This design comes from an exercise in tuning for small area, a short achievable clock period and few clock cycles per item on the open sky130 flow, not from production work. Only simulation tests tie the RTL to the original design; equivalence was not proved. Power and IR drop assume default switching activity.

## flow/run.sh

```bash
#!/bin/bash
# Standard ORFS layout with these changes:
#  - synthesis maps logic with the ABC script flow/abc_area.script (when present);
#    everything before ABC, so every register and its name, is the standard synthesis;
#  - the cells listed in flow/dont_use.txt (when present) are added to the platform's
#    don't-use list, for synthesis and the resizer (slow many-input OR/NOR gates);
#  - the port buffers are sky130 buf_1 cells instead of buffer_ports' default.
set -euo pipefail
here=$PWD
rm -rf "$here/scripts_abc"
cp -r "$FLOW_HOME/scripts" "$here/scripts_abc"
if [[ -f "$here/flow/abc_area.script" ]]; then
  cp "$here/flow/abc_area.script" "$here/scripts_abc/abc_area.script"
fi
args=()
if [[ -f "$here/flow/dont_use.txt" ]]; then
  base=$(make -s -C "$FLOW_HOME" DESIGN_CONFIG="$here/config.mk" WORK_HOME="$here/orfs" print-DONT_USE_CELLS | sed -n 's/^DONT_USE_CELLS: //p')
  args+=("DONT_USE_CELLS=$base $(tr '\n' ' ' < "$here/flow/dont_use.txt")")
fi
export BUFFER_PORTS_ARGS="-buffer_cell sky130_fd_sc_hd__buf_1"
bash standard.sh SCRIPTS_DIR="$here/scripts_abc" "${args[@]}" synth > synth.log 2>&1
bash standard.sh "${args[@]}" > standard.log 2>&1
```

## flow/abc_area.script

```
strash
dch -f
amap
topo
stime -c
```

## flow/dont_use.txt

```
sky130_fd_sc_hd__nor3_1
sky130_fd_sc_hd__nor3_2
sky130_fd_sc_hd__nor3_4
sky130_fd_sc_hd__nor3b_1
sky130_fd_sc_hd__nor3b_2
sky130_fd_sc_hd__nor3b_4
sky130_fd_sc_hd__nor4_1
sky130_fd_sc_hd__nor4_2
sky130_fd_sc_hd__nor4_4
sky130_fd_sc_hd__nor4b_1
sky130_fd_sc_hd__nor4b_2
sky130_fd_sc_hd__nor4b_4
sky130_fd_sc_hd__nor4bb_1
sky130_fd_sc_hd__nor4bb_2
sky130_fd_sc_hd__nor4bb_4
sky130_fd_sc_hd__or3_1
sky130_fd_sc_hd__or3_2
sky130_fd_sc_hd__or3_4
sky130_fd_sc_hd__or3b_1
sky130_fd_sc_hd__or3b_2
sky130_fd_sc_hd__or3b_4
sky130_fd_sc_hd__or4_1
sky130_fd_sc_hd__or4_2
sky130_fd_sc_hd__or4_4
sky130_fd_sc_hd__or4b_1
sky130_fd_sc_hd__or4b_2
sky130_fd_sc_hd__or4b_4
sky130_fd_sc_hd__or4bb_1
sky130_fd_sc_hd__or4bb_2
sky130_fd_sc_hd__or4bb_4
```

## standard.sh

```bash
#!/bin/bash
# synth_recipe.tcl (not shown) runs the flow's synth.tcl, then flattens the netlist and writes it again
# the make line also repeats each setting of config.mk as NAME=value (left out here)
make -C /OpenROAD-flow-scripts/flow DESIGN_CONFIG=/design/flow/config.mk WORK_HOME=/design/flow/orfs CLKGATE_MAP_FILE= SYNTH_SCRIPT=/design/flow/synth_recipe.tcl "${@:-finish}"
```

## config.mk

```make
export PLATFORM = sky130hd
export DESIGN_NAME = axi4l_slv_top
export DESIGN_NICKNAME = axi4l_slv_top
export VERILOG_FILES = /design/flow/design.v
export SDC_FILE = /design/flow/constraint.sdc
export NUM_CORES = 4
export LEC_CHECK = 0
export ABC_AREA = 1
export CAP_MARGIN = 20
export CORE_MARGIN = 2
export CORE_UTILIZATION = 40
export SLEW_MARGIN = 20
```

## constraint.sdc

```tcl
create_clock -name core_clock -period 3.0 [get_ports {aclk}]
set_input_delay 0.6000 -clock core_clock [delete_from_list [all_inputs] [get_ports {aclk}]]
set_output_delay 0.6000 -clock core_clock [all_outputs]
set_load 0.01 [all_outputs]
```

## design.v

```verilog
`timescale 1 ns / 1 ps
`default_nettype none
module axi4l_slv_top #(
    parameter int ADDR_WIDTH = 12,
    parameter int DATA_WIDTH = 32
) (
    input var                     aclk,
    input var                     aresetn,
    input var  [  ADDR_WIDTH-1:0] s_axi_awaddr,
    input var  [             2:0] s_axi_awprot,
    input var                     s_axi_awvalid,
    output var                    s_axi_awready,
    input var  [  DATA_WIDTH-1:0] s_axi_wdata,
    input var  [DATA_WIDTH/8-1:0] s_axi_wstrb,
    input var                     s_axi_wvalid,
    output var                    s_axi_wready,
    output var [             1:0] s_axi_bresp,
    output var                    s_axi_bvalid,
    input var                     s_axi_bready,
    input var  [  ADDR_WIDTH-1:0] s_axi_araddr,
    input var  [             2:0] s_axi_arprot,
    input var                     s_axi_arvalid,
    output var                    s_axi_arready,
    output var [  DATA_WIDTH-1:0] s_axi_rdata,
    output var [             1:0] s_axi_rresp,
    output var                    s_axi_rvalid,
    input var                     s_axi_rready,
    output var                    irq_reg_irq,
    input var                     reg_irq_bit0,
    output var [            31:0] reg_a_b,
    input var  [            31:0] reg_c_d
);
  logic b_free, wr_hs;
  logic bvalid_q, bidle_q, berr_q;
  assign b_free = bidle_q || s_axi_bready;
  assign s_axi_awready = s_axi_wvalid && b_free;
  assign s_axi_wready = s_axi_awvalid && b_free;
  assign wr_hs = s_axi_awvalid && s_axi_wvalid && b_free;
  logic [9:0] wa;
  logic wa_lo;   
  assign wa = s_axi_awaddr[11:2];
  assign wa_lo = (wa[9:4] == 6'd0);
  logic wr_trap, wr_mask, wr_force, wr_trig, wr_a, wr_ok;
  assign wr_trap = wr_hs && wa_lo && (wa[3:0] == 4'd1);
  assign wr_mask = wr_hs && wa_lo && (wa[3:0] == 4'd2);
  assign wr_force = wr_hs && wa_lo && (wa[3:0] == 4'd3);
  assign wr_trig = wr_hs && wa_lo && (wa[3:0] == 4'd5);
  assign wr_a = wr_hs && wa_lo && (wa[3:0] == 4'd8);
  assign wr_ok = wa_lo && (wa[3:0] <= 4'd5 || wa[3:0] == 4'd8);
  always_ff @(posedge aclk) begin
    if (!aresetn) bvalid_q <= 1'b0;
    else if (wr_hs) bvalid_q <= 1'b1;
    else if (s_axi_bready) bvalid_q <= 1'b0;
  end
  always_ff @(posedge aclk) begin
    if (!aresetn) bidle_q <= 1'b1;
    else if (wr_hs) bidle_q <= 1'b0;
    else if (s_axi_bready) bidle_q <= 1'b1;
  end
  always_ff @(posedge aclk) begin
    if (b_free) berr_q <= !wr_ok;
  end
  assign s_axi_bvalid = bvalid_q;
  assign s_axi_bresp = {berr_q, berr_q};
  logic trap_q, mask_q, trig_q, irq_in_q;
  logic [31:0] a_q;
  logic irq_event;
  always_ff @(posedge aclk) irq_in_q <= reg_irq_bit0;
  assign irq_event = reg_irq_bit0 && (!trig_q || !irq_in_q);
  always_ff @(posedge aclk) begin
    if (!aresetn) trap_q <= 1'b0;
    else
      trap_q <= (trap_q && !(wr_trap && !s_axi_wdata[0])) || (wr_force && s_axi_wdata[0]) ||
          irq_event;
  end
  always_ff @(posedge aclk) begin
    if (!aresetn) mask_q <= 1'b0;
    else if (wr_mask) mask_q <= s_axi_wdata[0];
  end
  always_ff @(posedge aclk) begin
    if (!aresetn) trig_q <= 1'b0;
    else if (wr_trig) trig_q <= s_axi_wdata[0];
  end
  logic a_ld, a_keep;
  assign a_ld = wr_a && aresetn;
  assign a_keep = !wr_a && aresetn;
  always_ff @(posedge aclk) a_q <= ({32{a_ld}} & s_axi_wdata) | ({32{a_keep}} & a_q);
  assign reg_a_b = a_q;
  assign irq_reg_irq = trap_q && mask_q;
  logic rvalid_q, ridle_q, rerr_q, r_free;
  logic [31:0] rdata_q;
  assign r_free = ridle_q || s_axi_rready;
  assign s_axi_arready = r_free;
  logic [9:0] ra;
  logic ra_lo;
  assign ra = s_axi_araddr[11:2];
  assign ra_lo = (ra[9:4] == 6'd0);
  logic ra_ok, rd_a, rd_c;
  assign ra_ok = ra_lo && (ra[3:0] <= 4'd5 || ra[3:0] == 4'd8 || ra[3:0] == 4'd9);
  assign rd_a = ra_lo && (ra[3:0] == 4'd8);
  assign rd_c = ra_lo && (ra[3:0] == 4'd9);
  logic rd_bit0;
  always_comb begin
    case (ra[3:0])
      4'd0: rd_bit0 = trap_q && mask_q;
      4'd1: rd_bit0 = trap_q;
      4'd2: rd_bit0 = mask_q;
      4'd4: rd_bit0 = irq_in_q;
      4'd5: rd_bit0 = trig_q;
      4'd8: rd_bit0 = a_q[0];
      4'd9: rd_bit0 = reg_c_d[0];
      default: rd_bit0 = 1'b0;
    endcase
  end
  always_ff @(posedge aclk) begin
    if (!aresetn) rvalid_q <= 1'b0;
    else if (r_free) rvalid_q <= s_axi_arvalid;
  end
  always_ff @(posedge aclk) begin
    if (!aresetn) ridle_q <= 1'b1;
    else if (r_free) ridle_q <= !s_axi_arvalid;
  end
  logic ld_a, ld_c, r_keep;
  assign ld_a = r_free && rd_a;
  assign ld_c = r_free && rd_c;
  assign r_keep = !r_free;
  always_ff @(posedge aclk) begin
    rdata_q[31:1] <= ({31{ld_a}} & a_q[31:1]) | ({31{ld_c}} & reg_c_d[31:1]) |
        ({31{r_keep}} & rdata_q[31:1]);
    rdata_q[0] <= (r_free && ra_lo && rd_bit0) || (r_keep && rdata_q[0]);
  end
  always_ff @(posedge aclk) begin
    if (r_free) rerr_q <= !ra_ok;
  end
  assign s_axi_rvalid = rvalid_q;
  assign s_axi_rdata = rdata_q;
  assign s_axi_rresp = {rerr_q, rerr_q};
endmodule
`default_nettype wire
```

==> impl_metrics.toml, run 1 <==
[critical_path]
worst-endpoint-arrival_ps = 1370
reg2regPathDepth = 7
cpMaxStageDelayCell = "sky130_fd_sc_hd__buf_4"
timing.setup.critical_path_class = "input pin to output port"
critical_path_buf_inv_count = 4
setup.worst_path.start_class = "input pin"
max_stage_delay_ps = 270
worstSetupEndpointType = "output port"
worst-endpoint-required_ps = 2400
reg2reg_end = "rdata_q[4]$_DFF_P_"
worst-r2r-setup-slack_ps = 1180
critPathTopFamily = "buffers and inverters"
critical_path.cell_chain = "buf_1 -> nor2_2 -> buf_4 -> clkinv_1 -> buf_1"
path_max_fanout = 22
cp_most_frequent_cell = "sky130_fd_sc_hd__buf_1"
worst_r2r_startpoint = "ridle_q$_SDFFE_PN1N_"

[floorplan]
design.portCount = 180
starting_density = 0.409
die-height_um = 86.9
floorplan.die_area_um2 = 7540
die_width_um = 86.9
rows = 30
placeableCoreArea_um2 = 6720

[logic_synthesis]
syn-mean-instance-area_um2 = 8.92
yosysWarningCount = 1
ys_types = 21
number_of_register_bits_inferred_by_synthesis = 74
netlist_area_um2 = 2750
mappedNetlistNets = 414
syn_inst = 308
seq_area_frac_synth = 0.547

[route]
routed_wirelength_mm = 7.24
vias_per_cell = 4.83
drt_pass1_iterations = 5
via_count = 2763
detailedRoute.firstIterationViolations = 175
wire_per_inst_um = 12.7
drc = 0
antenna_left = 0

[cells_and_area]
mostFrequentLayoutCell = "sky130_fd_sc_hd__buf_1"
insertedDiodeCount = 0
area_growth_from_synthesis_to_layout_pct = 35.4
finalNetCount = 594
stdcell_count = 572
largestRegisters = "a_q x32, rdata_q x32"
final_cell_mix = "165 x sky130_fd_sc_hd__buf_1, 106 x sky130_fd_sc_hd__clkinv_1, 72 x sky130_fd_sc_hd__dfxtp_1, 32 x sky130_fd_sc_hd__o22ai_1, 31 x sky130_fd_sc_hd__a222oi_1"
post_route_cells_drive_above_1_share = 0.0528

[clock_tree]
buffers_inserted_during_post_cts_setup_optimization = 0
clock_tree.root_cell = "sky130_fd_sc_hd__clkbuf_8"
cts-resized-gates = 0
tritoncts = "yes"
cts_buffers = 9
clock_latency_ps = 330
cts-root-to-sink-buffers = 2
clk_transition_reported_paths_ps = 70
cts_hold_buf = 0
clock_sinks = 74
cts.htree.levels = 3

[timing]
slew_viol_final = 0
setup_viol = 0
hold_violations = 0
post-route-min-period_ps = 1970
fmax_mhz = 506
totalNegativeSetupSlack_ps = 0
skew_ps = 6.87
min_period_over_period = 0.658
worst_slew_pin_slew_ps = 376
slew_headroom = 0.748
grt_setup_unrepaired = "false"

[power_and_ir_drop]
fraction_of_power_spent_switching_nets = 0.210
leakage_nw = 1.28
power.ir.vdd_worst_v = 0.000315
comb_power_share = 0.056
share_clk_of_total_power = 0.428
total_switching_power_mw = 0.404
p_int_mw = 1.52
seq_power_share = 0.516
cellPowerDensity_nw_per_um2 = 518

[global_route]
grt_max_degree = 32
number_of_global_route_vias_before_repair = 2362
grtUsageTotal = 0.187
grt_antenna_before_repair = 0
grt_pass1_wl_mm = 11.0
grt_remaining_overflow = 0

[status]
run_status = "timing/DRC/antenna clean"

[worst_hold_path]
min_delay_path_depth = 1
hold_worst_path_end = "irq_in_q$_DFF_P_"
worstHoldStart = "reg_irq_bit0"
timing.hold.worst.class = "input pin to flop"

[place]
placed_cells = 557
finalWeightedCongestion = 0.755
dp_hpwl_mm = 5.35
numPortBuffers = 165

[job]
cap_violations = 0
## cell families after synthesis
kind of cell	count (synthesis)	share of synthesized area
buf+inv	110	0.156
compound gates	80	0.226
flops	74	0.547
simple gates	44	0.0711
## how the worst max path moves through the flow
| stage | endpoint | startpoint | slack, ps | cells past startpoint |
|---|---|---|---|---|
| after detailed placement | rdata_q[12]$_DFF_P_ | s_axi_rready | 790 | 8 |
| final | s_axi_arready | s_axi_rready | 1030 | 5 |
| after CTS | s_axi_arready | s_axi_rready | 990 | 5 |
| after floorplan | rdata_q[10]$_DFF_P_ | s_axi_rready | 230 | 5 |
| after global routing | s_axi_arready | s_axi_rready | 920 | 5 |
| after global placement | rdata_q[9]$_DFF_P_ | s_axi_rready | 850 | 8 |
## synthesized netlist by cell type
| library cell | instances | share of area |
|---|---|---|
| sky130_fd_sc_hd__nor2_1 | 24 | 0.033 |
| sky130_fd_sc_hd__nand4_1 | 2 | 0.0046 |
| sky130_fd_sc_hd__o21ai_0 | 3 | 0.0055 |
| sky130_fd_sc_hd__dfxtp_1 | 72 | 0.52 |
| sky130_fd_sc_hd__a222oi_1 | 31 | 0.11 |
| sky130_fd_sc_hd__o311a_1 | 1 | 0.0036 |
| sky130_fd_sc_hd__a221o_1 | 1 | 0.0036 |
| sky130_fd_sc_hd__o22ai_1 | 32 | 0.073 |
| sky130_fd_sc_hd__or2_0 | 2 | 0.0046 |
| sky130_fd_sc_hd__clkinv_1 | 106 | 0.14 |
| sky130_fd_sc_hd__o221ai_1 | 1 | 0.0032 |
| sky130_fd_sc_hd__nand3_1 | 6 | 0.011 |
| sky130_fd_sc_hd__a41oi_1 | 2 | 0.0064 |
| sky130_fd_sc_hd__o21bai_1 | 1 | 0.0027 |
| sky130_fd_sc_hd__edfxtp_1 | 2 | 0.022 |
| sky130_fd_sc_hd__buf_4 | 4 | 0.011 |
| sky130_fd_sc_hd__and3_1 | 1 | 0.0023 |
| sky130_fd_sc_hd__a21oi_1 | 7 | 0.013 |
| sky130_fd_sc_hd__nor2b_1 | 4 | 0.0091 |
| sky130_fd_sc_hd__nand2_1 | 5 | 0.0068 |
| sky130_fd_sc_hd__a22oi_1 | 1 | 0.0027 |
## worst reg2reg max path: cells and delay by family (launching register included)
family / cells / cell delay [ps]
buffers and inverters: 3 / 580
flip-flops: 1 / 310
AND/OR/NAND/NOR: 3 / 470
AO/OA/AOI/OAI: 1 / 360
## power by group through the flow
stage	Sequential (mW)	Combinational (mW)	Clock, mW
2_1_floorplan	1.02	0.0416	0
3_3_place_gp	1.02	0.106	0
3_5_place_dp	1.02	0.108	0
4_1_cts	0.994	0.108	0.855
5_1_grt	0.994	0.123	0.895
6_report	0.994	0.107	0.825
## per-layer routing
metal	vias up	GRT usage	part of all wire
met5	-	0	0
met4	0	0.0852	0.011
met3	7	0.0464	0.071
met2	98	0.305	0.48
met1	1244	0.233	0.43
li1	1414	-	-
## area by class of cell
cell class	count	area, µm²
clock buffers	10	138
clock inverters	5	78.8
fillers	668	3000
inverters	106	398
multi-input cells	124	825
flip-flops and latches	74	1500
well taps	80	100
repair buffers	173	679
## stage by stage
stage | hold slack [ps] | cell area, µm² | utilization | power, mW | setup slack (ps)
6_report | 406 | 3720 | 0.554 | 1.93 | 1030
5_1_grt | 396 | 3720 | 0.554 | 2.01 | 917
4_1_cts | 393 | 3720 | 0.554 | 1.96 | 988
3_5_place_dp | 446 | 3500 | 0.521 | 1.12 | 786
3_3_place_gp | 440 | 3500 | 0.521 | 1.12 | 847
2_1_floorplan | 469 | 2750 | - | 1.06 | 235
Testbench counts, summed over its fixed seeds: cycles 1,608, items 3,200.
==> run 2, diff against run 1 <==
==> flow/abc_area.script (replaced) <==
strash
&get -n
&dch -f
&nf
&put
topo
stime -c
--- a/config.mk
+++ b/config.mk
@@ -9,4 +9,5 @@
 export CAP_MARGIN = 20
 export CORE_MARGIN = 2
 export CORE_UTILIZATION = 40
+export SETUP_SLACK_MARGIN = 1.3
 export SLEW_MARGIN = 20
==> run 2 against run 1 <==
Against the previous run: critical path depth shrank 1; synthesized cell count shrank 24%; worst setup slack gained 330 ps; wire length grew 6.2%; total power shrank 6.8%; synthesized area shrank 1.7%; global-route usage grew 1.7 points; largest power group unchanged; still clean on timing, DRC and antenna; count of clock-buffer cells in the layout grew 1.
==> impl_metrics.toml, run 2 <==
[status]
run_status = "timing/DRC/antenna clean"

[power_and_ir_drop]
power.ir.vdd_worst_v = 0.000230
p_int_mw = 1.38
leakage_nw = 1.33
share_clk_of_total_power = 0.390
comb_power_share = 0.056
seq_power_share = 0.554
cellPowerDensity_nw_per_um2 = 492
total_switching_power_mw = 0.414
fraction_of_power_spent_switching_nets = 0.231

[route]
drc = 0
detailedRoute.firstIterationViolations = 82
antenna_left = 0
routed_wirelength_mm = 7.68
via_count = 2570
wire_per_inst_um = 15.6
vias_per_cell = 5.21
drt_pass1_iterations = 4

[logic_synthesis]
synth_largest_type_area_fraction = 0.534
synth-edff-count = 2
number_of_register_bits_inferred_by_synthesis = 74
ys_top_cells_by_area = "sky130_fd_sc_hd__dfxtp_1 53%, sky130_fd_sc_hd__a221o_1 11%, sky130_fd_sc_hd__a22o_1 10%"
netlist_area_um2 = 2700
cell_with_the_most_instances_after_synthesis = "sky130_fd_sc_hd__dfxtp_1"
postSynth.asyncResetShare = 0
seq_area_frac_synth = 0.556
syn_inst = 235
syn-mean-instance-area_um2 = 11.5
yosysWarningCount = 1
yosys-top-cells-count = "72 x sky130_fd_sc_hd__dfxtp_1, 32 x sky130_fd_sc_hd__a22o_1, 32 x sky130_fd_sc_hd__and2_0"
most_area_hungry_cell_type_in_the_yosys_netlist = "sky130_fd_sc_hd__dfxtp_1"
mappedNetlistNets = 341
ys_types = 31
ys.flop_type = "sky130_fd_sc_hd__dfxtp_1"

[place]
dp_hpwl_mm = 5.28
numPortBuffers = 165
finalWeightedCongestion = 0.759

[global_route]
grt_max_degree = 34
number_of_global_route_vias_before_repair = 2466
met2_usage = 0.334
grt_pass1_wl_mm = 11.8
grt_remaining_overflow = 0
grt_antenna_before_repair = 0
grtUsageTotal = 0.204
grtUsageMet3 = 0.0568
groute.layer.met1.usage = 0.247
grt_busiest_layer = "met2"

[timing]
min_period_over_period = 0.548
hold_violations = 0
whs_ps = 395
skew_ps = 13.6
post-route-min-period_ps = 1640
setup_viol = 0
slew_headroom = 0.742
totalNegativeSetupSlack_ps = 0
slew_viol_final = 0
grt_setup_unrepaired = "false"
fmax_mhz = 609
worst_slew_pin_slew_ps = 388

[clock_tree]
cts_buffers = 9
cts-root-to-sink-buffers = 2
clock_latency_ps = 340
tritoncts = "yes"
clock_tree.root_cell = "sky130_fd_sc_hd__clkbuf_8"
cts.htree.levels = 3
clock_sinks = 74
clk_transition_reported_paths_ps = 80

[floorplan]
placeableCoreArea_um2 = 6420
design.portCount = 180
floorplan.die_area_um2 = 7420
starting_density = 0.420
die-height_um = 86.2
rows = 29
die_width_um = 86.2

[critical_path]
path_max_fanout = 4
critical_path.cell_chain = "buf_1 -> nor2_4 -> clkinv_2 -> buf_1"
worst-endpoint-arrival_ps = 1040
cpMaxStageDelayCell = "sky130_fd_sc_hd__buf_1"
worst-endpoint-required_ps = 2400
max_stage_delay_ps = 130
cp_most_frequent_cell = "sky130_fd_sc_hd__buf_1"
timing.setup.critical_path_class = "input pin to output port"
worstSetupEndpointType = "output port"
setup.worst_path.start_class = "input pin"

[cells_and_area]
area_growth_from_synthesis_to_layout_pct = 35.1
insertedDiodeCount = 0
filler_cell_count = 606
finalNetCount = 518
mostFrequentLayoutCell = "sky130_fd_sc_hd__buf_1"
area_taken_by_multi_input_logic_gates_um2 = 1200
area.sequential_um2 = 1500
largestRegisters = "a_q x32, rdata_q x32"
post_route_cells_drive_above_1_share = 0.0697
final_cell_mix = "163 x sky130_fd_sc_hd__buf_1, 72 x sky130_fd_sc_hd__dfxtp_1, 32 x sky130_fd_sc_hd__and2_0, 32 x sky130_fd_sc_hd__a22o_1, 31 x sky130_fd_sc_hd__a221o_1"

[job]
cap_violations = 0

[worst_hold_path]
timing.hold.worst.class = "input pin to flop"
run 2: cell count changes after synthesis, moves of 4 or more:
cell / change
sky130_fd_sc_hd__and2_0: +32
sky130_fd_sc_hd__nor2_1: -8
sky130_fd_sc_hd__a21oi_1: -4
sky130_fd_sc_hd__o22ai_1: -32
sky130_fd_sc_hd__nand3_1: -6
sky130_fd_sc_hd__clkinv_1: -103
sky130_fd_sc_hd__a222oi_1: -31
sky130_fd_sc_hd__a22o_1: +32
sky130_fd_sc_hd__a221o_1: +30
run 2: power by group through the flow:
stage | logic [mW] | registers (mW) | clock network (mW)
floorplan | 0.0331 | 1.02 | 0
global placement | 0.0987 | 1.02 | 0
detailed placement | 0.0994 | 1.02 | 0
CTS | 0.101 | 0.994 | 0.719
global route | 0.114 | 0.995 | 0.763
finish | 0.101 | 0.994 | 0.700
run 2: cells by family (layout without fill, tap and decap cells):
group,after synthesis,after routing,share of synthesized area
AO/OA/AOI/OAI,85,85,0.279
flip-flops,74,74,0.556
buffers and inverters,7,188,0.0153
AND/OR/NAND/NOR,69,69,0.150
run 2: layout make-up:
cell class / count / share of cell area
clock inverters: 4 / 0.00686
clock buffers: 11 / 0.0418
repair buffers: 170 / 0.181
flip-flops and latches: 74 / 0.412
multi-input cells: 154 / 0.329
inverters: 3 / 0.00343
well taps: 77 / 0.0264
run 2: routing by layer:
metal | wire [µm] | vias up | part of all wire
li1 | - | 1274 | -
met1 | 3420 | 1186 | 0.45
met2 | 3550 | 101 | 0.46
met3 | 605 | 9 | 0.079
met4 | 106 | 0 | 0.014
met5 | 0 | - | 0
run 2: final timing paths:
path                              from                 end  slack, ps  cells after the start
setup / recovery          s_axi_rready       s_axi_arready       1360                      4
hold / removal            reg_irq_bit0    irq_in_q$_DFF_P_        400                      1
setup reg to reg  bidle_q$_SDFFE_PN1P_      a_q[5]$_DFF_P_       1460                      4
hold reg to reg     rdata_q[0]$_DFF_P_  rdata_q[0]$_DFF_P_        460                      1
run 2: repair_timing:
action / CTS / global route
setup endpoints to repair: 34 / 2
hold buffers: 0 / 0
gates cloned: 0 / 0
gates resized for setup: 2 / 2
buffers inserted: 1 / 0
pin swaps: 1 / 0
run 2: worst max-delay path, delay by kind of cell:
| family | cells | cell delay [ps] |
|---|---|---|
| buffers and inverters | 3 | 320 |
| AND/OR/NAND/NOR | 1 | 120 |
run 2: metrics by stage:
step / cells / setup slack [ps] / area [µm²] / util / power [mW]
global placement: 477 / 879 / 3450 / 0.538 / 1.12
detailed placement: 477 / 866 / 3450 / 0.538 / 1.12
finish: 493 / 1360 / 3650 / 0.568 / 1.80
CTS: 493 / 1340 / 3650 / 0.568 / 1.81
global route: 493 / 1310 / 3650 / 0.568 / 1.87
floorplan: 235 / 1070 / 2740 / - / 1.05
==> run 3, diff against run 2 <==
==> flow/abc_area.script (replaced) <==
strash
&get -n
&dch -f
&nf -R 1000
&put
topo
stime -c
==> run 3 against run 2 <==
Against the previous run: sequential cell count is the same; sequential share of layout area shrank 0.90 points; total power grew 7.8%; fmax shrank 2.5%; final cell count grew 8.9%; synthesized area shrank 2.5%; critical path depth grew 1; clock skew shrank 5.0 ps; worst hold slack gained 8.4 ps; wire length grew 1.8%; critical path type unchanged; highest routed layer unchanged; design area grew 2.3%.
==> impl_metrics.toml, run 3 <==
[global_route]
number_of_global_route_vias_before_repair = 2493
grt_remaining_overflow = 0
grtUsageTotal = 0.208
grt_antenna_before_repair = 0
grt_max_degree = 34
grt_pass1_wl_mm = 11.9

[floorplan]
placeableCoreArea_um2 = 6350
starting_density = 0.415
floorplan.die_area_um2 = 7250
die_width_um = 85.1
die-height_um = 85.1
design.portCount = 180
rows = 29

[clock_tree]
clock_latency_ps = 330
clk_transition_reported_paths_ps = 70
cts-root-to-sink-buffers = 2
cts_buffers = 9
cts.htree.levels = 3
tritoncts = "yes"
clock_sinks = 74
cts_hold_buf = 0
clock_tree.root_cell = "sky130_fd_sc_hd__clkbuf_8"

[logic_synthesis]
yosys-top-cells-count = "72 x sky130_fd_sc_hd__dfxtp_1, 71 x sky130_fd_sc_hd__nand2_1, 32 x sky130_fd_sc_hd__a22o_1"
seq_area_frac_synth = 0.570
yosysWarningCount = 1
netlist_area_um2 = 2630
syn_inst = 273
synth_largest_type_area_fraction = 0.548
postSynth.asyncResetShare = 0
cell_with_the_most_instances_after_synthesis = "sky130_fd_sc_hd__dfxtp_1"
ys_top_cells_by_area = "sky130_fd_sc_hd__dfxtp_1 55%, sky130_fd_sc_hd__a22o_1 11%, sky130_fd_sc_hd__nand2_1 10%"
number_of_register_bits_inferred_by_synthesis = 74
syn-mean-instance-area_um2 = 9.64
mappedNetlistNets = 379
ys_types = 25
most_area_hungry_cell_type_in_the_yosys_netlist = "sky130_fd_sc_hd__dfxtp_1"
synth-edff-count = 2
ys.flop_type = "sky130_fd_sc_hd__dfxtp_1"

[route]
antenna_left = 0
met2WireLength_mm = 3.73
top_layer = "met4"
drc = 0
drt_pass1_iterations = 4
via_count = 2699
routed_wirelength_mm = 7.82
wire_per_inst_um = 14.6
detailedRoute.firstIterationViolations = 78
routedLengthMet1_mm = 3.39
detailroute.wirelength.met3_um = 566
vias_per_cell = 5.03

[cells_and_area]
area.sequential_um2 = 1500
filler_cell_count = 616
largestRegisters = "a_q x32, rdata_q x32"
mostFrequentLayoutCell = "sky130_fd_sc_hd__buf_1"
final_cell_mix = "162 x sky130_fd_sc_hd__buf_1, 71 x sky130_fd_sc_hd__dfxtp_1, 69 x sky130_fd_sc_hd__nand2_1, 32 x sky130_fd_sc_hd__a22o_1, 31 x sky130_fd_sc_hd__a22oi_1"
post_route_cells_drive_above_1_share = 0.0957
insertedDiodeCount = 0
area_growth_from_synthesis_to_layout_pct = 41.8
finalNetCount = 562
area_taken_by_multi_input_logic_gates_um2 = 1160

[power_and_ir_drop]
seq_power_share = 0.514
leakage_nw = 1.48
cellPowerDensity_nw_per_um2 = 518
comb_power_share = 0.057
fraction_of_power_spent_switching_nets = 0.214
power.ir.vdd_worst_v = 0.000295
share_clk_of_total_power = 0.429
p_int_mw = 1.52
total_switching_power_mw = 0.414

[critical_path]
reg2reg_end = "a_q[20]$_DFF_P_"
worstSetupEndpointType = "output port"
setup.worst_path.start_class = "input pin"
path_max_fanout = 4
worst_r2r_startpoint = "bidle_q$_SDFFE_PN1P_"
worst-endpoint-arrival_ps = 1080
worst-r2r-setup-slack_ps = 1560
timing.setup.critical_path_class = "input pin to output port"
worst-endpoint-required_ps = 2400
reg2regPathDepth = 8

[timing]
post-route-min-period_ps = 1680
skew_ps = 8.63
grt_setup_unrepaired = "true"
worst_slack_ps = 1320
totalNegativeSetupSlack_ps = 0
min_period_over_period = 0.562
fmax_mhz = 594
hold_violations = 0
slew_viol_final = 0
setup_viol = 0
worst_slew_pin_slew_ps = 415
slew_headroom = 0.723

[status]
run_status = "timing/DRC/antenna clean"

[job]
cap_violations = 0

[place]
dp_hpwl_mm = 5.51
finalWeightedCongestion = 0.768
numPortBuffers = 165
dp_slack_ps = 981

[worst_hold_path]
worstHoldStart = "reg_irq_bit0"
hold_worst_path_end = "irq_in_q$_DFF_P_"
min_delay_path_depth = 1
timing.hold.worst.class = "input pin to flop"
==> run 3: cell types whose count changed in the layout (fill, tap and decap cells not counted), moves of 4 or more <==
cell                      delta
sky130_fd_sc_hd__nand2_1    +67
sky130_fd_sc_hd__nor2b_1     -4
sky130_fd_sc_hd__a22oi_1    +31
sky130_fd_sc_hd__o21ai_0     +4
sky130_fd_sc_hd__a221o_1    -31
sky130_fd_sc_hd__and2_0     -31
sky130_fd_sc_hd__buf_4       +4
sky130_fd_sc_hd__and2_4      +4
==> run 3: stage by stage <==
step	cell area [µm²]	power (mW)	hold slack [ps]	std cells	utilization
after global routing	3730	2.01	395	537	0.588
final	3730	1.94	404	537	0.588
after global placement	3440	1.12	439	516	0.541
after CTS	3680	1.95	394	532	0.580
after floorplan	2700	1.05	462	273	-
after detailed placement	3440	1.12	454	516	0.541
==> run 3: timing repair <==
| item | 4_1_cts | 5_1_grt |
|---|---|---|
| setup buffers | 1 | 4 |
| resized for setup | 8 | 5 |
| pin swaps | 3 | 2 |
| cloned | 0 | 1 |
| setup endpoints to repair | 2 | 50 |
| hold endpoints to repair | 0 | 0 |
==> run 3: logic make-up after synthesis <==
group | after synthesis | share of synthesized area
simple gates | 109 | 0.175
compound gates | 81 | 0.236
buf+inv | 9 | 0.0185
flops | 74 | 0.570
==> run 3: how the worst max path moves through the flow <==
stage	endpoint	slack, ps	cells after the start	start
floorplan	s_axi_arready	1210	2	s_axi_rready
global placement	a_q[18]$_DFF_P_	1020	7	s_axi_awaddr[3]
detailed placement	rdata_q[11]$_DFF_P_	980	8	s_axi_araddr[5]
CTS	s_axi_awready	1260	5	s_axi_bready
global route	s_axi_wready	1290	5	s_axi_bready
finish	s_axi_wready	1320	5	s_axi_bready
==> run 3: power groups by stage <==
stage                     clock (mW)  sequential (mW)  combinational, mW
final                          0.831            0.995              0.110
after global routing           0.889            0.995              0.121
after CTS                      0.849            0.994              0.106
after detailed placement           0             1.02              0.101
after global placement             0             1.02              0.101
after floorplan                    0             1.02             0.0339
==> run 3: area by class of cell <==
type,instances,area share
Sequential cell,74,0.402
Multi-Input combinational cell,191,0.310
Timing Repair Buffer,175,0.195
Tap cell,77,0.0258
Inverter,5,0.00704
Clock inverter,3,0.0117
Clock buffer,12,0.0473
==> run 3: metal layers <==
metal / vias up / track usage
met4: 0 / 0.0895
met5: - / 0
met3: 11 / 0.0506
met1: 1222 / 0.264
li1: 1353 / -
met2: 113 / 0.339
==> run 3: critical path, cell delays in order <==
cell,delay [ps]
sky130_fd_sc_hd__buf_6,100
sky130_fd_sc_hd__nor2_4,100
sky130_fd_sc_hd__inv_4,50
sky130_fd_sc_hd__and2_4,130
sky130_fd_sc_hd__buf_6,110
==> run 4, diff against run 3 <==
==> flow/abc_area.script (replaced) <==
strash
&get -n
&dch -f
&nf
&put
topo
stime -c
--- a/config.mk
+++ b/config.mk
@@ -9,5 +9,5 @@
 export CAP_MARGIN = 20
 export CORE_MARGIN = 2
 export CORE_UTILIZATION = 40
-export SETUP_SLACK_MARGIN = 1.3
+export SETUP_SLACK_MARGIN = 1.45
 export SLEW_MARGIN = 20
==> run 4 against run 3 <==
Against the previous run: global-route usage up 0.27 points; clock skew up 3.1 ps; still clean; register-to-register slack worse by 50 ps; design area up 0.37%; final cell count down 7.3%; fmax up 5.1%; sequential power about the same; via count down 2.2%; worst setup slack better by 82 ps; wire length up 1.8%; critical path depth down 1; count of clock-buffer cells in the layout down 1.
==> impl_metrics.toml, run 4 <==
[logic_synthesis]
ys_top_cells_by_area = "sky130_fd_sc_hd__dfxtp_1 53%, sky130_fd_sc_hd__a221o_1 11%, sky130_fd_sc_hd__a22o_1 10%"
syn-mean-instance-area_um2 = 11.5
postSynth.asyncResetShare = 0
synth_largest_type_area_fraction = 0.534
syn_inst = 235
number_of_register_bits_inferred_by_synthesis = 74
ys.flop_type = "sky130_fd_sc_hd__dfxtp_1"
most_area_hungry_cell_type_in_the_yosys_netlist = "sky130_fd_sc_hd__dfxtp_1"
cell_with_the_most_instances_after_synthesis = "sky130_fd_sc_hd__dfxtp_1"
yosys-top-cells-count = "72 x sky130_fd_sc_hd__dfxtp_1, 32 x sky130_fd_sc_hd__a22o_1, 32 x sky130_fd_sc_hd__and2_0"
synth-edff-count = 2
mappedNetlistNets = 341
ys_types = 31
yosysWarningCount = 1
seq_area_frac_synth = 0.556
netlist_area_um2 = 2700

[place]
placed_cells = 477
numPortBuffers = 165
finalWeightedCongestion = 0.759
dp_hpwl_mm = 5.28

[cells_and_area]
largestRegisters = "a_q x32, rdata_q x32"
post_route_cells_drive_above_1_share = 0.107
final_cell_mix = "157 x sky130_fd_sc_hd__buf_1, 68 x sky130_fd_sc_hd__dfxtp_1, 32 x sky130_fd_sc_hd__a22o_1, 31 x sky130_fd_sc_hd__and2_0, 31 x sky130_fd_sc_hd__a221o_1"
mostFrequentLayoutCell = "sky130_fd_sc_hd__buf_1"
finalNetCount = 523
area_growth_from_synthesis_to_layout_pct = 38.8
stdcell_count = 498
insertedDiodeCount = 0

[critical_path]
timing.setup.critical_path_class = "input pin to output port"
cp-startpoint = "s_axi_bready"
worst_r2r_startpoint = "bidle_q$_SDFFE_PN1P_"
critPathCapture = "s_axi_wready"
worst-r2r-setup-slack_ps = 1510
path_max_fanout = 4
reg2reg_end = "a_q[5]$_DFF_P_"
setup.worst_path.start_class = "input pin"
reg2regPathDepth = 5
worst-endpoint-arrival_ps = 1000
worstSetupEndpointType = "output port"
worst-endpoint-required_ps = 2400

[floorplan]
design.portCount = 180
rows = 29
die-height_um = 86.2
placeableCoreArea_um2 = 6420
starting_density = 0.420
floorplan.die_area_um2 = 7420
die_width_um = 86.2

[timing]
slew_viol_final = 0
hold_violations = 0
setup_viol = 0
min_period_over_period = 0.534
worst_slew_pin_slew_ps = 457
skew_ps = 11.7
fmax_mhz = 624
grt_setup_unrepaired = "true"
totalNegativeSetupSlack_ps = 0
post-route-min-period_ps = 1600
whs_ps = 396
slew_headroom = 0.695

[clock_tree]
clock_sinks = 74
tritoncts = "yes"
clk_transition_reported_paths_ps = 70
clock_latency_ps = 330
cts_buffers = 9
cts_hold_buf = 0
cts-root-to-sink-buffers = 2
cts.htree.levels = 3
clock_tree.root_cell = "sky130_fd_sc_hd__clkbuf_8"

[power_and_ir_drop]
cellPowerDensity_nw_per_um2 = 481
leakage_nw = 1.38
total_power_mw = 1.80
power.ir.vdd_worst_v = 0.000231

[route]
drt_pass1_iterations = 4
detailedRoute.firstIterationViolations = 83
antenna_left = 0
wire_per_inst_um = 16.0
drc = 0
vias_per_cell = 5.30
routed_wirelength_mm = 7.96
via_count = 2640

[global_route]
grt_remaining_overflow = 0
grt_max_degree = 34
number_of_global_route_vias_before_repair = 2516
grt_antenna_before_repair = 0
grt_pass1_wl_mm = 12.2
grtUsageTotal = 0.211

[status]
run_status = "timing/DRC/antenna clean"

[worst_hold_path]
timing.hold.worst.class = "input pin to flop"

[job]
cap_violations = 0
[run 4: cells by family (layout without fill, tap and decap cells)]
logic type / after synthesis / after routing / synth area share
AO/OA/AOI/OAI: 85 / 85 / 0.279
buffers and inverters: 7 / 192 / 0.0153
flip-flops: 74 / 74 / 0.556
AND/OR/NAND/NOR: 69 / 70 / 0.150
[run 4: cell type report]
| type | count | area [µm²] |
|---|---|---|
| fill | 595 | 2680 |
| clock inverter | 4 | 25.0 |
| multi-input combinational | 155 | 1220 |
| clock buffer | 11 | 153 |
| timing repair buffer | 174 | 733 |
| inverter | 3 | 13.8 |
| tap | 77 | 96.3 |
| sequential | 74 | 1510 |
[run 4: worst min-delay path by stage]
stage                       startpoint                  to  cells after the start
global route              reg_irq_bit0    irq_in_q$_DFF_P_                      1
global placement    rdata_q[0]$_DFF_P_  rdata_q[0]$_DFF_P_                      1
finish                    reg_irq_bit0    irq_in_q$_DFF_P_                      1
CTS                       reg_irq_bit0    irq_in_q$_DFF_P_                      1
detailed placement  rdata_q[0]$_DFF_P_  rdata_q[0]$_DFF_P_                      1
floorplan            trap_q$_SDFF_PN0_   trap_q$_SDFF_PN0_                      2
[run 4: worst max-delay path: stages]
cell and delay [ps]:
sky130_fd_sc_hd__buf_8 100, sky130_fd_sc_hd__nor2_4 100, sky130_fd_sc_hd__nor2b_1 60, sky130_fd_sc_hd__buf_2 130
[run 4: where the power goes]
group / switching, mW / leakage [nW] / internal [mW]
logic: 0.0590 / 0.691 / 0.0517
clock network: 0.349 / 0.0946 / 0.346
registers: 0.00348 / 0.597 / 0.992
total: 0.412 / 1.38 / 1.39
[run 4: per-stage QoR]
step           setup WS (ps)   util  area [µm²]
2_1_floorplan           1070      -        2740
3_3_place_gp             879  0.538        3450
3_5_place_dp             866  0.538        3450
4_1_cts                 1400  0.580        3730
5_1_grt                 1370  0.583        3750
6_report                1400  0.583        3750
[run 4: repair_timing]
item | in CTS | in global routing
pin swaps | 3 | 1
buffers inserted | 5 | 0
gates cloned | 1 | 0
resized for setup | 18 | 9
setup endpoints to repair | 51 | 58
[run 4: layer usage]
layer  vias to the layer above  track usage  part of all wire
li1                       1295            -                 -
met1                      1224        0.265              0.45
met2                       110        0.340              0.46
met3                        11       0.0539             0.073
met4                         0       0.0967             0.016
met5                         -            0                 0
==> run 5, diff against run 4 <==
--- a/config.mk
+++ b/config.mk
@@ -9,5 +9,6 @@
 export CAP_MARGIN = 20
 export CORE_MARGIN = 2
 export CORE_UTILIZATION = 40
-export SETUP_SLACK_MARGIN = 1.45
+export SETUP_SLACK_MARGIN = 1.5
 export SLEW_MARGIN = 20
+export TNS_END_PERCENT = 0
==> run 5 against run 4 <==
Against the previous run: largest power group unchanged; utilization fell by 0.43 points; via count fell by 1.7%; total power rose by 6.0%; non-clock buffer count fell by 5; register-to-register slack got worse by 50 ps; global-route usage rose by 0.54 points; final cell count fell by 0.80%; combinational power fell by 6%; sequential share of layout area rose by 0.23 points; largest cell class unchanged; sequential power barely moved; count of clock-buffer cells in the layout did not move; critical path type unchanged.
==> impl_metrics.toml, run 5 <==
[cells_and_area]
insertedDiodeCount = 0
mostFrequentLayoutCell = "sky130_fd_sc_hd__buf_1"
finalNetCount = 518
post_route_cells_drive_above_1_share = 0.0839
area_growth_from_synthesis_to_layout_pct = 37.8
largestRegisters = "a_q x32, rdata_q x32"
final_cell_mix = "160 x sky130_fd_sc_hd__buf_1, 70 x sky130_fd_sc_hd__dfxtp_1, 32 x sky130_fd_sc_hd__and2_0, 32 x sky130_fd_sc_hd__a22o_1, 31 x sky130_fd_sc_hd__a221o_1"

[logic_synthesis]
yosys-top-cells-count = "72 x sky130_fd_sc_hd__dfxtp_1, 32 x sky130_fd_sc_hd__a22o_1, 32 x sky130_fd_sc_hd__and2_0"
mappedNetlistNets = 341
synth-simple-area-share = 0.150
main_combinational_cell_family_by_area_after_synthesis = "compound AO/OA/AOI/OAI gates"
yosys-mux-area-fraction = 0
post_synth_fa_ha_maj_area_fraction = 0
synth_largest_type_area_fraction = 0.534
compound_gate_fraction_of_synth_area = 0.278
netlist_area_um2 = 2700
number_of_register_bits_inferred_by_synthesis = 74
postSynth.asyncResetShare = 0
yosysWarningCount = 1
synth-edff-count = 2
most_area_hungry_cell_type_in_the_yosys_netlist = "sky130_fd_sc_hd__dfxtp_1"
seq_area_frac_synth = 0.556
ys_top_cells_by_area = "sky130_fd_sc_hd__dfxtp_1 53%, sky130_fd_sc_hd__a221o_1 11%, sky130_fd_sc_hd__a22o_1 10%"
cell_with_the_most_instances_after_synthesis = "sky130_fd_sc_hd__dfxtp_1"
syn-mean-instance-area_um2 = 11.5
ys.flop_type = "sky130_fd_sc_hd__dfxtp_1"
syn_inst = 235
ys_types = 31
synth_xor_area_frac = 0

[critical_path]
worstSetupEndpointType = "output port"
critical_path_buf_inv_count = 2
timing.setup.critical_path_class = "input pin to output port"
path_max_fanout = 4
max_stage_delay_ps = 130
worst-endpoint-required_ps = 2400
critPathTopFamily = "buffers and inverters"
cpMaxStageDelayCell = "sky130_fd_sc_hd__buf_2"
critical_path.cell_chain = "buf_6 -> nor2_4 -> nor2b_1 -> buf_2"
worst-endpoint-arrival_ps = 1010
setup.worst_path.start_class = "input pin"

[timing]
min_period_over_period = 0.537
slew_headroom = 0.692
worst_slack_ps = 1390
worst_slew_pin_slew_ps = 463
post-route-min-period_ps = 1610
grt_setup_unrepaired = "true"
fmax_mhz = 621
setup_viol = 0
skew_ps = 9.12
totalNegativeSetupSlack_ps = 0
slew_viol_final = 0
hold_violations = 0

[clock_tree]
clock_sinks = 74
cts_hold_buf = 0
cts.htree.levels = 3
tritoncts = "yes"
clock_tree.root_cell = "sky130_fd_sc_hd__clkbuf_8"
cts_buffers = 9
cts-root-to-sink-buffers = 2
clock_latency_ps = 340
clk_transition_reported_paths_ps = 70

[power_and_ir_drop]
comb_power_share = 0.054
p_int_mw = 1.48
leakage_nw = 1.35
cellPowerDensity_nw_per_um2 = 513
fraction_of_power_spent_switching_nets = 0.226
total_switching_power_mw = 0.432
seq_power_share = 0.521
share_clk_of_total_power = 0.425
power.ir.vdd_worst_v = 0.000301

[global_route]
grt_remaining_overflow = 0
grt_pass1_wl_mm = 12.6
grt_max_degree = 34
grtUsageTotal = 0.217
grt_antenna_before_repair = 0
number_of_global_route_vias_before_repair = 2523

[place]
dp_hpwl_mm = 5.27
finalWeightedCongestion = 0.765
numPortBuffers = 165
dp_slack_ps = 824

[worst_hold_path]
timing.hold.worst.class = "input pin to flop"

[job]
cap_violations = 0

[route]
drc = 0
antenna_left = 0
drt_pass1_iterations = 4
routed_wirelength_mm = 7.91
via_count = 2596
detailedRoute.firstIterationViolations = 121
wire_per_inst_um = 16.0
vias_per_cell = 5.26

[floorplan]
die_width_um = 86.2
die-height_um = 86.2
placeableCoreArea_um2 = 6420
design.portCount = 180
starting_density = 0.420
rows = 29
floorplan.die_area_um2 = 7420

[status]
run_status = "timing/DRC/antenna clean"
[run 5: layer usage]
layer / vias to the layer above / GRT usage / routed length (µm)
li1: 1281 / - / -
met1: 1204 / 0.273 / 3510
met2: 107 / 0.352 / 3650
met3: 4 / 0.0818 / 697
met4: 0 / 0.0505 / 51
met5: - / 0 / 0
[run 5: cells by family after synthesis]
family | count (synthesis)
flip-flops | 74
AO/OA/AOI/OAI | 85
buffers and inverters | 7
AND/OR/NAND/NOR | 69
[run 5: worst reg2reg max path: stages, from the launching register on]
cell and delay (ps):
sky130_fd_sc_hd__dfxtp_2 360, sky130_fd_sc_hd__o211a_1 220, sky130_fd_sc_hd__and4_2 310, sky130_fd_sc_hd__a21boi_4 70, sky130_fd_sc_hd__buf_6 200, sky130_fd_sc_hd__a22o_1 270
[run 5: worst paths after layout]
check / start / to / slack (ps) / cells after the start
worst min register to register: rdata_q[0]$_DFF_P_ / rdata_q[0]$_DFF_P_ / 460 / 1
worst max register to register: bidle_q$_SDFFE_PN1P_ / a_q[1]$_DFF_P_ / 1460 / 5
worst max-delay path: s_axi_bready / s_axi_awready / 1390 / 4
worst min-delay path: reg_irq_bit0 / irq_in_q$_DFF_P_ / 390 / 1
[run 5: power groups by stage]
stage	logic, mW	registers [mW]	clock network, mW
after floorplan	0.0329	1.02	0
after global placement	0.0969	1.02	0
after detailed placement	0.0987	1.02	0
after CTS	0.105	0.995	0.832
after global routing	0.117	0.996	0.880
final	0.104	0.995	0.811
[run 5: area by class of cell]
type	instances	area (µm²)
Inverter	3	12.5
Fill cell	618	2700
Sequential cell	74	1500
Clock buffer	11	153
Clock inverter	5	60.1
Timing Repair Buffer	169	678
Multi-Input combinational cell	155	1220
Tap cell	77	96.3
[run 5: timing repair]
item                                    CTS  global route
endpoints found under the hold margin     0             0
endpoints found under the setup margin   76           110
gates cloned                              1             0
gates resized for setup                  17             0
pin swaps                                 3             0
setup buffers                             0             0
[run 5: per-stage QoR]
step	utilization	std cells	total power [mW]	cell area, µm²	hold WS [ps]
floorplan	-	235	1.05	2740	456
global placement	0.538	477	1.11	3450	435
detailed placement	0.538	477	1.12	3450	442
CTS	0.579	494	1.93	3720	372
global route	0.579	494	1.99	3720	377
finish	0.579	494	1.91	3720	390
==> run 6, diff against run 5 <==
--- a/config.mk
+++ b/config.mk
@@ -11,4 +11,4 @@
 export CORE_UTILIZATION = 40
 export SETUP_SLACK_MARGIN = 1.5
 export SLEW_MARGIN = 20
-export TNS_END_PERCENT = 0
+export TNS_END_PERCENT = 10
==> run 6 against run 5 <==
Against the previous run: largest cell class unchanged; still clean on timing, DRC and antenna; global-route usage grew 0.16 points; design area rose by 0.64%; highest routed layer unchanged; largest power group unchanged; clock power rose by 1%; worst hold slack worse by 2.8 ps; count of clock-buffer cells in the layout rose by 2.
==> impl_metrics.toml, run 6 <==
[power_and_ir_drop]
total_power_mw = 1.92
cellPowerDensity_nw_per_um2 = 513
leakage_nw = 1.37
power.ir.vdd_worst_v = 0.000247

[timing]
grt_setup_unrepaired = "true"
whs_ps = 387
slew_headroom = 0.690
totalNegativeSetupSlack_ps = 0
slew_viol_final = 0
hold_violations = 0
worst_slew_pin_slew_ps = 465
skew_ps = 11.1
setup_viol = 0
post-route-min-period_ps = 1590
min_period_over_period = 0.531
fmax_mhz = 628

[floorplan]
placeableCoreArea_um2 = 6420
floorplan.die_area_um2 = 7420
rows = 29
starting_density = 0.420
design.portCount = 180
die-height_um = 86.2
die_width_um = 86.2

[clock_tree]
clock_sinks = 74
cts_hold_buf = 0
cts.htree.levels = 3
clk_transition_reported_paths_ps = 80
tritoncts = "yes"
clock_tree.root_cell = "sky130_fd_sc_hd__clkbuf_8"
cts_buffers = 9
clock_latency_ps = 340
cts-root-to-sink-buffers = 2

[worst_hold_path]
timing.hold.worst.class = "input pin to flop"

[place]
finalWeightedCongestion = 0.753
dp_hpwl_mm = 5.31
numPortBuffers = 165

[critical_path]
worstSetupEndpointType = "output port"
timing.setup.critical_path_class = "input pin to output port"
critPathCapture = "s_axi_awready"
setup.worst_path.start_class = "input pin"
worst-endpoint-arrival_ps = 990
worst-endpoint-required_ps = 2400
reg2regPathDepth = 5
path_max_fanout = 3
reg2reg_end = "a_q[24]$_DFF_P_"
cp-startpoint = "s_axi_bready"
worst_r2r_startpoint = "bidle_q$_SDFFE_PN1P_"
worst-r2r-setup-slack_ps = 1550

[logic_synthesis]
syn_inst = 235
ys_types = 31
number_of_register_bits_inferred_by_synthesis = 74
ys_top_cells_by_area = "sky130_fd_sc_hd__dfxtp_1 53%, sky130_fd_sc_hd__a221o_1 11%, sky130_fd_sc_hd__a22o_1 10%"
ys.flop_type = "sky130_fd_sc_hd__dfxtp_1"
netlist_area_um2 = 2700
mappedNetlistNets = 341
seq_area_frac_synth = 0.556
yosysWarningCount = 1
syn-mean-instance-area_um2 = 11.5
synth-edff-count = 2
cell_with_the_most_instances_after_synthesis = "sky130_fd_sc_hd__dfxtp_1"
most_area_hungry_cell_type_in_the_yosys_netlist = "sky130_fd_sc_hd__dfxtp_1"
yosys-top-cells-count = "72 x sky130_fd_sc_hd__dfxtp_1, 32 x sky130_fd_sc_hd__a22o_1, 32 x sky130_fd_sc_hd__and2_0"
postSynth.asyncResetShare = 0
synth_largest_type_area_fraction = 0.534

[route]
routedLengthMet1_mm = 3.49
via_count = 2705
met2WireLength_mm = 3.83
detailedRoute.firstIterationViolations = 116
wire_per_inst_um = 16.1
drt_pass1_iterations = 4
detailroute.wirelength.met3_um = 601
drc = 0
antenna_left = 0
top_layer = "met4"
vias_per_cell = 5.44
routed_wirelength_mm = 8.01

[cells_and_area]
post_route_cells_drive_above_1_share = 0.0881
finalNetCount = 521
area_growth_from_synthesis_to_layout_pct = 38.6
filler_cell_count = 626
largestRegisters = "a_q x32, rdata_q x32"
mostFrequentLayoutCell = "sky130_fd_sc_hd__buf_1"
insertedDiodeCount = 0
final_cell_mix = "160 x sky130_fd_sc_hd__buf_1, 70 x sky130_fd_sc_hd__dfxtp_1, 32 x sky130_fd_sc_hd__and2_0, 32 x sky130_fd_sc_hd__a22o_1, 31 x sky130_fd_sc_hd__a221o_1"

[status]
run_status = "timing/DRC/antenna clean"

[global_route]
grt_remaining_overflow = 0
grtUsageTotal = 0.218
number_of_global_route_vias_before_repair = 2580
grt_antenna_before_repair = 0
grt_pass1_wl_mm = 12.5
grt_max_degree = 34

[job]
cap_violations = 0
## run 6: area by class of cell
| cell class | instances | area [µm²] | share of cell area |
|---|---|---|---|
| sequential | 74 | 1500 | 0.402 |
| multi-input combinational | 155 | 1220 | 0.325 |
| timing repair buffer | 172 | 698 | 0.186 |
| clock buffer | 13 | 170 | 0.0455 |
| tap | 77 | 96.3 | 0.0257 |
| clock inverter | 3 | 43.8 | 0.0117 |
| inverter | 3 | 13.8 | 0.00368 |
## run 6: layer usage
| metal | global-route usage | up-vias |
|---|---|---|
| li1 | - | 1293 |
| met1 | 0.273 | 1288 |
| met2 | 0.363 | 116 |
| met3 | 0.0520 | 8 |
| met4 | 0.0837 | 0 |
| met5 | 0 | - |
## run 6: cell families (layout without fill, tap and decap cells)
logic type,Yosys count,in the layout,share of synthesized area
and+or+nand+nor,69,70,0.150
DFF,74,74,0.556
buffers and inverters,7,191,0.0153
AOI/OAI and AO/OA,85,85,0.279
## run 6: repair_timing
action | 4_1_cts | 5_1_grt
setup endpoints to repair | 73 | 99
pin swaps | 3 | 1
gates resized for setup | 10 | 7
cloned | 1 | 0
setup buffers | 2 | 1
## run 6: worst min path at each step
stage	slack (ps)	startpoint	to	cells after the start
finish	390	reg_irq_bit0	irq_in_q$_DFF_P_	1
global route	380	reg_irq_bit0	irq_in_q$_DFF_P_	1
global placement	430	rdata_q[0]$_DFF_P_	rdata_q[0]$_DFF_P_	1
detailed placement	440	rdata_q[0]$_DFF_P_	rdata_q[0]$_DFF_P_	1
floorplan	460	trap_q$_SDFF_PN0_	trap_q$_SDFF_PN0_	2
CTS	370	reg_irq_bit0	irq_in_q$_DFF_P_	1
## run 6: power by group
group / switching, mW / total, mW / leakage, nW / internal [mW]
clock network: 0.361 / 0.821 / 0.109 / 0.460
registers: 0.00340 / 0.995 / 0.596 / 0.991
logic: 0.0573 / 0.105 / 0.665 / 0.0477
total: 0.421 / 1.92 / 1.37 / 1.50
## run 6: critical path: stages
cell and delay (ps):
sky130_fd_sc_hd__buf_4 130, sky130_fd_sc_hd__nor2_4 90, sky130_fd_sc_hd__nor2b_1 50, sky130_fd_sc_hd__buf_2 130
## run 6: stage by stage
| stage | std cells | instance area [µm²] | utilization | setup WS, ps |
|---|---|---|---|---|
| 4_1_cts | 496 | 3720 | 0.579 | 1380 |
| 5_1_grt | 497 | 3740 | 0.583 | 1360 |
| 2_1_floorplan | 235 | 2740 | - | 1070 |
| 6_report | 497 | 3740 | 0.583 | 1410 |
| 3_5_place_dp | 477 | 3450 | 0.538 | 863 |
| 3_3_place_gp | 477 | 3450 | 0.538 | 885 |
==> run 7, diff against run 6 <==
--- a/config.mk
+++ b/config.mk
@@ -9,6 +9,6 @@
 export CAP_MARGIN = 20
 export CORE_MARGIN = 2
 export CORE_UTILIZATION = 40
-export SETUP_SLACK_MARGIN = 1.5
+export SETUP_SLACK_MARGIN = 1.6
 export SLEW_MARGIN = 20
-export TNS_END_PERCENT = 10
+export TNS_END_PERCENT = 0
==> run 7 against run 6 <==
Against the previous run: critical path depth unchanged; worst setup slack lost 17 ps; utilization fell by 0.37 points; die area did not move; critical path type unchanged; largest power group unchanged.
==> impl_metrics.toml, run 7 <==
[job]
cap_violations = 0

[floorplan]
design.portCount = 180
rows = 29
die-height_um = 86.2
die_width_um = 86.2
floorplan.die_area_um2 = 7420
placeableCoreArea_um2 = 6420
starting_density = 0.420

[worst_hold_path]
hold_worst_path_end = "irq_in_q$_DFF_P_"
worstHoldStart = "reg_irq_bit0"
timing.hold.worst.class = "input pin to flop"
min_delay_path_depth = 1

[power_and_ir_drop]
p_int_mw = 1.48
fraction_of_power_spent_switching_nets = 0.226
cellPowerDensity_nw_per_um2 = 513
power.ir.vdd_worst_v = 0.000301
comb_power_share = 0.054
total_switching_power_mw = 0.432
total_power_mw = 1.91
leakage_nw = 1.35
share_clk_of_total_power = 0.425
seq_power_share = 0.521

[timing]
min_period_over_period = 0.537
fmax_mhz = 621
setup_viol = 0
totalNegativeSetupSlack_ps = 0
hold_violations = 0
worst_slew_pin_slew_ps = 463
grt_setup_unrepaired = "true"
slew_headroom = 0.692
post-route-min-period_ps = 1610
skew_ps = 9.12
slew_viol_final = 0

[cells_and_area]
filler_cell_count = 618
final_cell_mix = "160 x sky130_fd_sc_hd__buf_1, 70 x sky130_fd_sc_hd__dfxtp_1, 32 x sky130_fd_sc_hd__and2_0, 32 x sky130_fd_sc_hd__a22o_1, 31 x sky130_fd_sc_hd__a221o_1"
post_route_cells_drive_above_1_share = 0.0839
largestRegisters = "a_q x32, rdata_q x32"
finalNetCount = 518
mostFrequentLayoutCell = "sky130_fd_sc_hd__buf_1"
insertedDiodeCount = 0
area_growth_from_synthesis_to_layout_pct = 37.8

[logic_synthesis]
postSynth.asyncResetShare = 0
ys_top_cells_by_area = "sky130_fd_sc_hd__dfxtp_1 53%, sky130_fd_sc_hd__a221o_1 11%, sky130_fd_sc_hd__a22o_1 10%"
number_of_register_bits_inferred_by_synthesis = 74
most_area_hungry_cell_type_in_the_yosys_netlist = "sky130_fd_sc_hd__dfxtp_1"
syn-mean-instance-area_um2 = 11.5
netlist_area_um2 = 2700
cell_with_the_most_instances_after_synthesis = "sky130_fd_sc_hd__dfxtp_1"
seq_area_frac_synth = 0.556
ys.flop_type = "sky130_fd_sc_hd__dfxtp_1"
yosysWarningCount = 1
synth-edff-count = 2
mappedNetlistNets = 341
syn_inst = 235
ys_types = 31
yosys-top-cells-count = "72 x sky130_fd_sc_hd__dfxtp_1, 32 x sky130_fd_sc_hd__a22o_1, 32 x sky130_fd_sc_hd__and2_0"
synth_largest_type_area_fraction = 0.534

[critical_path]
worst-endpoint-required_ps = 2400
critical_path.cell_chain = "buf_6 -> nor2_4 -> nor2b_1 -> buf_2"
reg2regPathDepth = 5
path_max_fanout = 4
setup.worst_path.start_class = "input pin"
worstSetupEndpointType = "output port"
worst-r2r-setup-slack_ps = 1460
worst_r2r_startpoint = "bidle_q$_SDFFE_PN1P_"
cpMaxStageDelayCell = "sky130_fd_sc_hd__buf_2"
max_stage_delay_ps = 130
worst-endpoint-arrival_ps = 1010
timing.setup.critical_path_class = "input pin to output port"
reg2reg_end = "a_q[1]$_DFF_P_"

[status]
run_status = "timing/DRC/antenna clean"

[route]
vias_per_cell = 5.26
drc = 0
routedLengthMet1_mm = 3.51
via_count = 2596
detailedRoute.firstIterationViolations = 121
met2WireLength_mm = 3.65
wire_per_inst_um = 16.0
detailroute.wirelength.met3_um = 697
drt_pass1_iterations = 4
routed_wirelength_mm = 7.91
antenna_left = 0
top_layer = "met4"

[clock_tree]
clk_transition_reported_paths_ps = 70
buffers_inserted_during_post_cts_setup_optimization = 0
clock_sinks = 74
clock_latency_ps = 340
tritoncts = "yes"
cts_buffers = 9
cts.htree.levels = 3
clock_tree.root_cell = "sky130_fd_sc_hd__clkbuf_8"
cts-root-to-sink-buffers = 2

[global_route]
grtUsageTotal = 0.217
number_of_global_route_vias_before_repair = 2523
grt_remaining_overflow = 0
grt_pass1_wl_mm = 12.6
grt_max_degree = 34
grt_antenna_before_repair = 0

[place]
dp_hpwl_mm = 5.27
finalWeightedCongestion = 0.765
numPortBuffers = 165
-- run 7: worst max path at each step --
stage,from,to,cells past startpoint,slack [ps]
2_1_floorplan,s_axi_rready,rdata_q[10]$_DFF_P_,5,1070
3_3_place_gp,s_axi_bready,a_q[29]$_DFF_P_,5,850
3_5_place_dp,s_axi_bready,a_q[1]$_DFF_P_,5,820
4_1_cts,ridle_q$_SDFFE_PN1N_,s_axi_arready,3,1380
5_1_grt,bidle_q$_SDFFE_PN1P_,s_axi_wready,3,1330
6_report,s_axi_bready,s_axi_awready,4,1390
-- run 7: logic make-up (layout without fill, tap and decap cells) --
family,after synthesis,in the layout,synth area share
compound gates,85,85,0.279
flops,74,74,0.556
simple gates,69,70,0.150
buf+inv,7,188,0.0153
-- run 7: layout make-up --
cell class | count | area [µm²] | area share
tap | 77 | 96.3 | 0.0259
clock buffer | 11 | 153 | 0.0410
sequential | 74 | 1500 | 0.404
clock inverter | 5 | 60.1 | 0.0161
timing repair buffer | 169 | 678 | 0.182
inverter | 3 | 12.5 | 0.00336
multi-input combinational | 155 | 1220 | 0.327
-- run 7: metrics by stage --
stage          std cells  hold WS, ps  worst slack (ps)  utilization  instance area (µm²)
2_1_floorplan        235          456              1070            -                 2740
3_3_place_gp         477          435               851        0.538                 3450
3_5_place_dp         477          442               824        0.538                 3450
4_1_cts              494          372              1380        0.579                 3720
5_1_grt              494          377              1330        0.579                 3720
6_report             494          390              1390        0.579                 3720
-- run 7: power groups by stage --
stage | Sequential (mW) | Combinational, mW | Clock [mW]
finish | 0.995 | 0.104 | 0.811
CTS | 0.995 | 0.105 | 0.832
detailed placement | 1.02 | 0.0987 | 0
global placement | 1.02 | 0.0969 | 0
global route | 0.996 | 0.117 | 0.880
floorplan | 1.02 | 0.0329 | 0
-- run 7: repair_timing --
item,4_1_cts,5_1_grt
pin swaps,3,0
setup endpoints to repair,138,139
hold buffers,0,0
cloned,1,0
resized for setup,17,0
-- run 7: per-layer routing --
metal	vias up	global-route usage
li1	1281	-
met1	1204	0.273
met2	107	0.352
met3	4	0.0818
met4	0	0.0505
met5	-	0
-- run 7: worst max-delay path: cells and delay by family --
| family | cells | cell delay, ps |
|---|---|---|
| buf+inv | 2 | 230 |
| simple gates | 2 | 180 |
==> run 8, diff against run 7 <==
--- a/config.mk
+++ b/config.mk
@@ -9,6 +9,6 @@
 export CAP_MARGIN = 20
 export CORE_MARGIN = 2
 export CORE_UTILIZATION = 40
-export SETUP_SLACK_MARGIN = 1.6
+export SETUP_SLACK_MARGIN = 1.4
 export SLEW_MARGIN = 20
 export TNS_END_PERCENT = 0
==> run 8 against run 7 <==
Against the previous run: largest cell class unchanged; still clean on timing, DRC and antenna; fmax is essentially flat; non-clock buffer count is the same; combinational power barely moved; sequential power about the same; first-iteration DRC count shrank 2.5%; via count up 0.35%; utilization is 0.21 points lower.
==> impl_metrics.toml, run 8 <==
[power_and_ir_drop]
cellPowerDensity_nw_per_um2 = 514
leakage_nw = 1.34
power.ir.vdd_worst_v = 0.000300

[logic_synthesis]
syn-mean-instance-area_um2 = 11.5
yosysWarningCount = 1
yosys-top-cells-count = "72 x sky130_fd_sc_hd__dfxtp_1, 32 x sky130_fd_sc_hd__a22o_1, 32 x sky130_fd_sc_hd__and2_0"
mappedNetlistNets = 341
syn_inst = 235
ys_top_cells_by_area = "sky130_fd_sc_hd__dfxtp_1 53%, sky130_fd_sc_hd__a221o_1 11%, sky130_fd_sc_hd__a22o_1 10%"
netlist_area_um2 = 2700
most_area_hungry_cell_type_in_the_yosys_netlist = "sky130_fd_sc_hd__dfxtp_1"
postSynth.asyncResetShare = 0
ys.flop_type = "sky130_fd_sc_hd__dfxtp_1"
cell_with_the_most_instances_after_synthesis = "sky130_fd_sc_hd__dfxtp_1"
ys_types = 31
seq_area_frac_synth = 0.556

[cells_and_area]
largestRegisters = "a_q x32, rdata_q x32"
post_route_cells_drive_above_1_share = 0.0791
utilization_after_layout = 0.577
mostFrequentLayoutCell = "sky130_fd_sc_hd__buf_1"
area_growth_from_synthesis_to_layout_pct = 37.3
final_cell_mix = "161 x sky130_fd_sc_hd__buf_1, 71 x sky130_fd_sc_hd__dfxtp_1, 32 x sky130_fd_sc_hd__and2_0, 32 x sky130_fd_sc_hd__a22o_1, 31 x sky130_fd_sc_hd__a221o_1"
insertedDiodeCount = 0
finalNetCount = 518

[timing]
fmax_mhz = 621
worst_slew_pin_slew_ps = 416
whs_ps = 391
worst_slack_ps = 1390
totalNegativeSetupSlack_ps = 0
min_period_over_period = 0.537
hold_violations = 0
skew_ps = 8.85
grt_setup_unrepaired = "true"

[floorplan]
design.portCount = 180
die-height_um = 86.2
placeableCoreArea_um2 = 6420
floorplan.die_area_um2 = 7420
die_width_um = 86.2
rows = 29
starting_density = 0.420

[worst_hold_path]
timing.hold.worst.class = "input pin to flop"

[clock_tree]
cts_buffers = 9
clock_sinks = 74
clock_latency_ps = 340
buffers_inserted_during_post_cts_setup_optimization = 0
cts.htree.levels = 3

[route]
antenna_left = 0
met2WireLength_mm = 3.67
vias_per_cell = 5.27
routed_wirelength_mm = 7.89
via_count = 2605
top_layer = "met4"
detailedRoute.firstIterationViolations = 118
drt_pass1_iterations = 4
drc = 0

[critical_path]
worst-endpoint-arrival_ps = 1010
setup.worst_path.start_class = "input pin"
worstSetupEndpointType = "output port"
timing.setup.critical_path_class = "input pin to output port"

[place]
dp_slack_ps = 824
dp_hpwl_mm = 5.27
finalWeightedCongestion = 0.765
numPortBuffers = 165

[global_route]
grt_max_degree = 34
grt_pass1_wl_mm = 12.6
number_of_global_route_vias_before_repair = 2528
grtUsageTotal = 0.217
grt_antenna_before_repair = 0
grt_remaining_overflow = 0

[status]
run_status = "timing/DRC/antenna clean"

[job]
cap_violations = 0
run 8: cell counts after synthesis:
Identical to the previous run, type by type.
run 8: area by class of cell:
type / count / area (µm²)
fill: 618 / 2720
sequential: 74 / 1500
multi-input combinational: 155 / 1220
timing repair buffer: 169 / 664
clock buffer: 11 / 153
tap: 77 / 96.3
clock inverter: 5 / 60.1
inverter: 3 / 13.8
run 8: kinds of logic after synthesis:
family / share of synthesized area
flops: 0.556
compound gates: 0.279
buf+inv: 0.0153
simple gates: 0.150
run 8: worst paths after layout:
| check | depth (start not counted) | endpoint | slack, ps | from |
|---|---|---|---|---|
| hold reg to reg | 1 | rdata_q[0]$_DFF_P_ | 460 | rdata_q[0]$_DFF_P_ |
| setup reg to reg | 5 | a_q[1]$_DFF_P_ | 1450 | bidle_q$_SDFFE_PN1P_ |
| setup / recovery | 4 | s_axi_awready | 1390 | s_axi_bready |
| hold / removal | 1 | irq_in_q$_DFF_P_ | 390 | reg_irq_bit0 |
run 8: per-layer routing:
layer | vias up | track usage
li1 | 1280 | -
met1 | 1210 | 0.270
met2 | 109 | 0.353
met3 | 6 | 0.0847
met4 | 0 | 0.0548
met5 | - | 0
run 8: repair_timing:
| action | 4_1_cts | 5_1_grt |
|---|---|---|
| pin swaps | 2 | 1 |
| hold buffers | 0 | 0 |
| gates resized for setup | 11 | 3 |
| cloned | 1 | 0 |
| endpoints found under the setup margin | 35 | 15 |
run 8: worst max-delay path: stages:
cell	delay, ps
sky130_fd_sc_hd__buf_6	100
sky130_fd_sc_hd__nor2_4	120
sky130_fd_sc_hd__nor2b_1	60
sky130_fd_sc_hd__buf_2	130
run 8: power breakdown:
| part | internal [mW] | switching (mW) |
|---|---|---|
| clock | 0.438 | 0.370 |
| combinational | 0.0458 | 0.0566 |
| sequential | 0.991 | 0.00362 |
| total | 1.48 | 0.430 |
run 8: per-stage QoR:
| stage | instances | power [mW] | instance area [µm²] |
|---|---|---|---|
| floorplan | 235 | 1.05 | 2740 |
| global placement | 477 | 1.11 | 3450 |
| detailed placement | 477 | 1.12 | 3450 |
| CTS | 494 | 1.93 | 3700 |
| global route | 494 | 1.99 | 3710 |
| finish | 494 | 1.91 | 3710 |

Re-timed with assumed drivers on the ports (clkbuf_16 on the clock, buf_2 on other inputs), run 8 has 1.359 ns of setup slack against 1.390 ns with ideal ports, and 1.072 ns once port delays also move by the mid clock arrival of 0.362 ns.
